This is an optimization exercise on Yosys and OpenROAD, whose aim is small area, a short achievable clock period and few clock cycles, not a production implementation.
Where RTL was checked, it was by simulation tests only, not by an equivalence proof against the original.

JK:
==> flow/design.v (excerpt) <==
module fir_single_chan (
  input clk,
  input rst,
  output logic [15:0] data_addr_rd_o,
  output logic [15:0] data_addr_wr_o,
  input  logic [15:0] data_din_i,
  output logic [15:0] data_dout_o,
  output logic        data_we_o,
  output logic        done_intr
);
logic [15:0] x0, x1;
logic [16:0] s0, s1;
always_ff @(posedge clk) begin
  x0 <= data_din_i;
  x1 <= x0;
  s0 <= {x0[15], x0} + {x1[15], x1};
  s1 <= s0;
end
logic [17:0] p;
logic [18:0] v[0:4];
always_ff @(posedge clk) begin
  p <= {s0[16], s0} + {s1[16], s1};
  v[0] <= {{2{s0[16]}}, s0} + {p[17], p};
  for (int i = 1; i < 5; i++) v[i] <= v[i-1];
end
logic [19:0] pa, pb;
logic [18:0] pc;
always_ff @(posedge clk) begin
  pa <= {v[0][18], v[0]} + {v[4][18], v[4]};
  pb <= {v[1][18], v[1]} + {v[3][18], v[3]};
end
assign pc = v[3];   
logic cs_s1, cs_c2;
logic cs_s3, cs_c4;
logic cs_s5, cs_c6;
logic cs_s7, cs_c8;
logic cs_s9, cs_c10;
logic cs_s11, cs_c12;
logic cs_s13, cs_c14;
logic cs_s15, cs_c16;
logic cs_s17, cs_c18;
logic cs_s19, cs_c20;
logic cs_s21, cs_c22;
logic cs_s23, cs_c24;
logic cs_s25, cs_c26;
logic cs_s27, cs_c28;
logic cs_s29, cs_c30;
logic cs_s31, cs_c32;
logic cs_s33, cs_c34;
logic cs_s35, cs_c36;
logic cs_s37, cs_c38;
logic cs_s39, cs_c40;
logic cs_s41, cs_c42;
logic cs_s43, cs_c44;
logic cs_s45, cs_c46;
logic cs_s47, cs_c48;
logic cs_s49, cs_c50;
logic cs_s51, cs_c52;
logic cs_s53, cs_c54;
logic cs_s55, cs_c56;
logic cs_s57, cs_c58;
logic cs_s59, cs_c60;
logic cs_s61, cs_c62;
logic cs_s63, cs_c64;
logic cs_s65, cs_c66;
  ...
Settings: LEC_CHECK=0, CAP_MARGIN=20, CORE_MARGIN=2, CORE_UTILIZATION=40, PLACE_DENSITY=0.6, SETUP_SLACK_MARGIN=3.2, SLEW_MARGIN=20; clock period 5.5 ns.
standard.sh (not shown) runs the stock make flow with config.mk's settings and CLKGATE_MAP_FILE= SYNTH_SCRIPT=/design/flow/synth_recipe.tcl, a recipe that flattens the netlist after the stock synthesis.
==> flow/flow/run.sh <==
#!/bin/bash
# Own layout flow: the standard ORFS flow (standard.sh, standard synthesis), with the
# ports buffered by plain buffers instead of the delay cells buffer_ports picks by default,
# and sizing not held to the cells' footprints. Each tool's output goes to a log here.
set -uo pipefail
bash standard.sh \
  'BUFFER_PORTS_ARGS=-buffer_cell sky130_fd_sc_hd__buf_4' \
  MATCH_CELL_FOOTPRINT=0 \
  finish > flow_make.log 2>&1
status=$?
cp -r orfs/logs flow_logs 2>/dev/null || true
exit $status
Testbench counts of JK, summed over its fixed seeds: cycles 262,200.
diff inputs: JK => MS
--- a/flow/design.v
+++ b/flow/design.v
@@ -1,34 +1,32 @@
 module fir_single_chan (
   input clk,
   input rst,
   output logic [15:0] data_addr_rd_o,
   output logic [15:0] data_addr_wr_o,
   input  logic [15:0] data_din_i,
   output logic [15:0] data_dout_o,
   output logic        data_we_o,
   output logic        done_intr
 );
-logic [15:0] x0, x1;
-logic [16:0] s0, s1;
+logic [15:0] x1;
+logic [16:0] s0, s1, s2;
 always_ff @(posedge clk) begin
-  x0 <= data_din_i;
-  x1 <= x0;
-  s0 <= {x0[15], x0} + {x1[15], x1};
+  x1 <= data_din_i;
+  s0 <= {data_din_i[15], data_din_i} + {x1[15], x1};
   s1 <= s0;
+  s2 <= s1;
 end
-logic [17:0] p;
 logic [18:0] v[0:4];
 always_ff @(posedge clk) begin
-  p <= {s0[16], s0} + {s1[16], s1};
-  v[0] <= {{2{s0[16]}}, s0} + {p[17], p};
+  v[0] <= {{2{s0[16]}}, s0} + {{2{s1[16]}}, s1} + {{2{s2[16]}}, s2};
   for (int i = 1; i < 5; i++) v[i] <= v[i-1];
 end
 logic [19:0] pa, pb;
 logic [18:0] pc;
 always_ff @(posedge clk) begin
   pa <= {v[0][18], v[0]} + {v[4][18], v[4]};
   pb <= {v[1][18], v[1]} + {v[3][18], v[3]};
 end
 assign pc = v[3];   
 logic cs_s1, cs_c2;
 logic cs_s3, cs_c4;
@@ -358,23 +356,23 @@
   cs_r200 <= cs_s155;
   cs_r201 <= cs_c154;
   cs_r202 <= cs_c110;
   cs_r203 <= cs_c156;
 end
 logic [23:0] sum_a, sum_b, sum;
 assign sum_a = {cs_r202, cs_r200, cs_r198, cs_r196, cs_r194, cs_r192, cs_r190, cs_r188, cs_r186, cs_r184, cs_r182, cs_r180, cs_r178, cs_r176, cs_r174, cs_r172, cs_r170, cs_r168, cs_r166, cs_r164, cs_r162, cs_r160, cs_r158, cs_r157};
 assign sum_b = {cs_r203, cs_r201, cs_r199, cs_r197, cs_r195, cs_r193, cs_r191, cs_r189, cs_r187, cs_r185, cs_r183, cs_r181, cs_r179, cs_r177, cs_r175, cs_r173, cs_r171, cs_r169, cs_r167, cs_r165, cs_r163, cs_r161, cs_r159, 1'b1};
 assign sum = sum_a + sum_b;
 always_ff @(posedge clk) data_dout_o <= sum[23:8];
 logic start;
-assign start = (data_addr_rd_o == 16'd14);
+assign start = (data_addr_rd_o == 16'd13);
 always_ff @(posedge clk) begin
   if (rst) begin
     data_addr_rd_o <= 16'd1;
     data_addr_wr_o <= 16'hffff;
     data_we_o <= 1'b0;
     done_intr <= 1'b0;
   end else begin
     data_addr_rd_o <= data_addr_rd_o + 16'd1;
     if (done_intr) begin
       data_we_o <= 1'b0;
     end else if (data_we_o | start) begin
## What came out
The critical path depth of MS exceeds that of JK by 2. MS vs. JK: area added between synthesis and finish went up; instance count of the mapped netlist went down; compound-gate portion of the synthesized area went down. MS vs. JK: smallest setup slack after layout lost 660 ps, cell count lost 190.
For MS, only the layout was checked, not whether the RTL still works.

---

the previous run:
Another version of the RTL of fir_single_chan (not shown whole).
Size in the first run: about 1200 cells after synthesis, roughly 68 I/O pins.
==> module fir_single_chan, before the edit <==
module fir_single_chan (
  input clk,
  input rst,
  output logic [15:0] data_addr_rd_o,
  output logic [15:0] data_addr_wr_o,
  input  logic [15:0] data_din_i,
  output logic [15:0] data_dout_o,
  output logic        data_we_o,
  output logic        done_intr
);
logic [15:0] w[0:7];
always_ff @(posedge clk) begin
  w[0] <= data_din_i;
  for (int i = 1; i < 8; i++) w[i] <= w[i-1];
end
logic [16:0] pa, pb, pc, pd;
always_ff @(posedge clk) begin
  pa <= {w[0][15], w[0]} + {w[7][15], w[7]};
  pb <= {w[1][15], w[1]} + {w[6][15], w[6]};
  pc <= {w[2][15], w[2]} + {w[5][15], w[5]};
  pd <= {w[3][15], w[3]} + {w[4][15], w[4]};
end
logic [23:0] ea, eb, ec, ed, sum;
assign ea = {{7{pa[16]}}, pa};
assign eb = {{7{pb[16]}}, pb};
assign ec = {{7{pc[16]}}, pc};
assign ed = {{7{pd[16]}}, pd};
assign sum = (ea << 3) - ea + (eb << 4) + (eb << 3)
           + (ec << 5) + (ec << 3) + (ec << 1) + ec
           + (ed << 6) - (ed << 3) - ed;
always_ff @(posedge clk) data_dout_o <= sum[23:8];
logic start;
assign start = (data_addr_rd_o == 16'd11);
always_ff @(posedge clk) begin
  if (rst) begin
    data_addr_rd_o <= 16'd1;
    data_addr_wr_o <= 16'hffff;
    data_we_o <= 1'b0;
    done_intr <= 1'b0;
  end else begin
    data_addr_rd_o <= data_addr_rd_o + 16'd1;
    if (done_intr) begin
      data_we_o <= 1'b0;
    end else if (data_we_o | start) begin
      data_we_o <= 1'b1;
      data_addr_wr_o <= data_addr_wr_o + 16'd1;
      if (data_addr_wr_o == 16'hfffe) done_intr <= 1'b1;
    end
  end
end
endmodule
Settings: LEC_CHECK=0, CAP_MARGIN=20, CORE_MARGIN=2, CORE_UTILIZATION=40, PLACE_DENSITY=0.6, SLEW_MARGIN=20; clock period 5.5 ns.
run.sh (not shown) runs the stock make flow with config.mk's settings and CLKGATE_MAP_FILE= SYNTH_SCRIPT=/design/flow/synth_recipe.tcl, a recipe that flattens the netlist after the stock synthesis.
Stock flow here: none of the scripts above is used.
Every stage of the flow completed for the previous run, and the final layout passed the timing, DRC and antenna checks.
Input-level comparison between the current run and the previous run:
--- a/flow/design.v
+++ b/flow/design.v
@@ -22,18 +22,21 @@
 end
 logic [23:0] ea, eb, ec, ed, sum;
 assign ea = {{7{pa[16]}}, pa};
 assign eb = {{7{pb[16]}}, pb};
 assign ec = {{7{pc[16]}}, pc};
 assign ed = {{7{pd[16]}}, pd};
-assign sum = (ea << 3) - ea + (eb << 4) + (eb << 3)
-           + (ec << 5) + (ec << 3) + (ec << 1) + ec
-           + (ed << 6) - (ed << 3) - ed;
+logic [23:0] p, q;
+always_ff @(posedge clk) begin
+  p <= (ea << 3) - ea + (eb << 4) + (eb << 3);
+  q <= (ec << 5) + (ec << 3) + (ec << 1) + ec + (ed << 6) - (ed << 3) - ed;
+end
+assign sum = p + q;
 always_ff @(posedge clk) data_dout_o <= sum[23:8];
 logic start;
-assign start = (data_addr_rd_o == 16'd11);
+assign start = (data_addr_rd_o == 16'd12);
 always_ff @(posedge clk) begin
   if (rst) begin
     data_addr_rd_o <= 16'd1;
     data_addr_wr_o <= 16'hffff;
     data_we_o <= 1'b0;
     done_intr <= 1'b0;
Findings:
The current run completed; timing, DRC and antenna clean. A source of the critical timing path of pc[1]$_DFF_P_ is what the current run shows, while pd[16]$_DFF_P_ belongs to the previous run. Number of sinks on the clock net | the current run above the previous run. Of the previous run and the current run, the run reporting the higher count of clock buffers in the final design was the current run. The current run vs the previous run, fraction of area in registers went up by 0.38 points. Looking at critical-path cell with the highest stage delay, the sky130_fd_sc_hd__fa_1 result is from the current run; the sky130_fd_sc_hd__dfxtp_1 one comes from the previous run. Per the comparison of the current run with the previous run, effective utilization at floorplan saw a decrease, area of the die went up, synthesized instance count grew by 333, placeable core region grew by 18%.
Function was not checked in any run of this note: the RTL went through the layout flow alone.

re-timing with driven ports:
How much do the figures lean on ideal ports? The routed layouts below were timed once more, with nothing changed but the port constraints. Step 1: set_driving_cell puts a clkbuf_16 on clk and a buf_2 on each other input, an assumption about the parent block. Step 2 also shifts input and output timing later by t, the mid clock arrival at the registers, as if the neighbouring blocks saw the same clock. a / b / c = no drivers / after step 1 / after step 2; a / b = the first two.
| run | t (ns) | setup slack, ns | worst setup path after step 2 | slew at the worst register clock pin (ns) | worst slew at a driven data input, ns |
|---|---|---|---|---|---|
| JK | 0.545 | 3.233 / 3.188 / 3.233 | register to register | 0.06 / 0.06 | 0.03 |
| MS | 0.548 | 2.571 / 2.571 / 2.364 | input to register | 0.06 / 0.06 | 0.06 |
| the previous run | 0.566 | 0.515 / 0.515 / 0.515 | register to register | 0.06 / 0.06 | 0.05 |
| the current run | 0.566 | 0.649 / 0.649 / 0.649 | register to register | 0.06 / 0.06 | 0.04 |
After both steps setup and hold are still met in every run listed. The setup slack of MS, which loses most, moves by 0.000 ns with the drivers and by -0.207 ns with both steps.
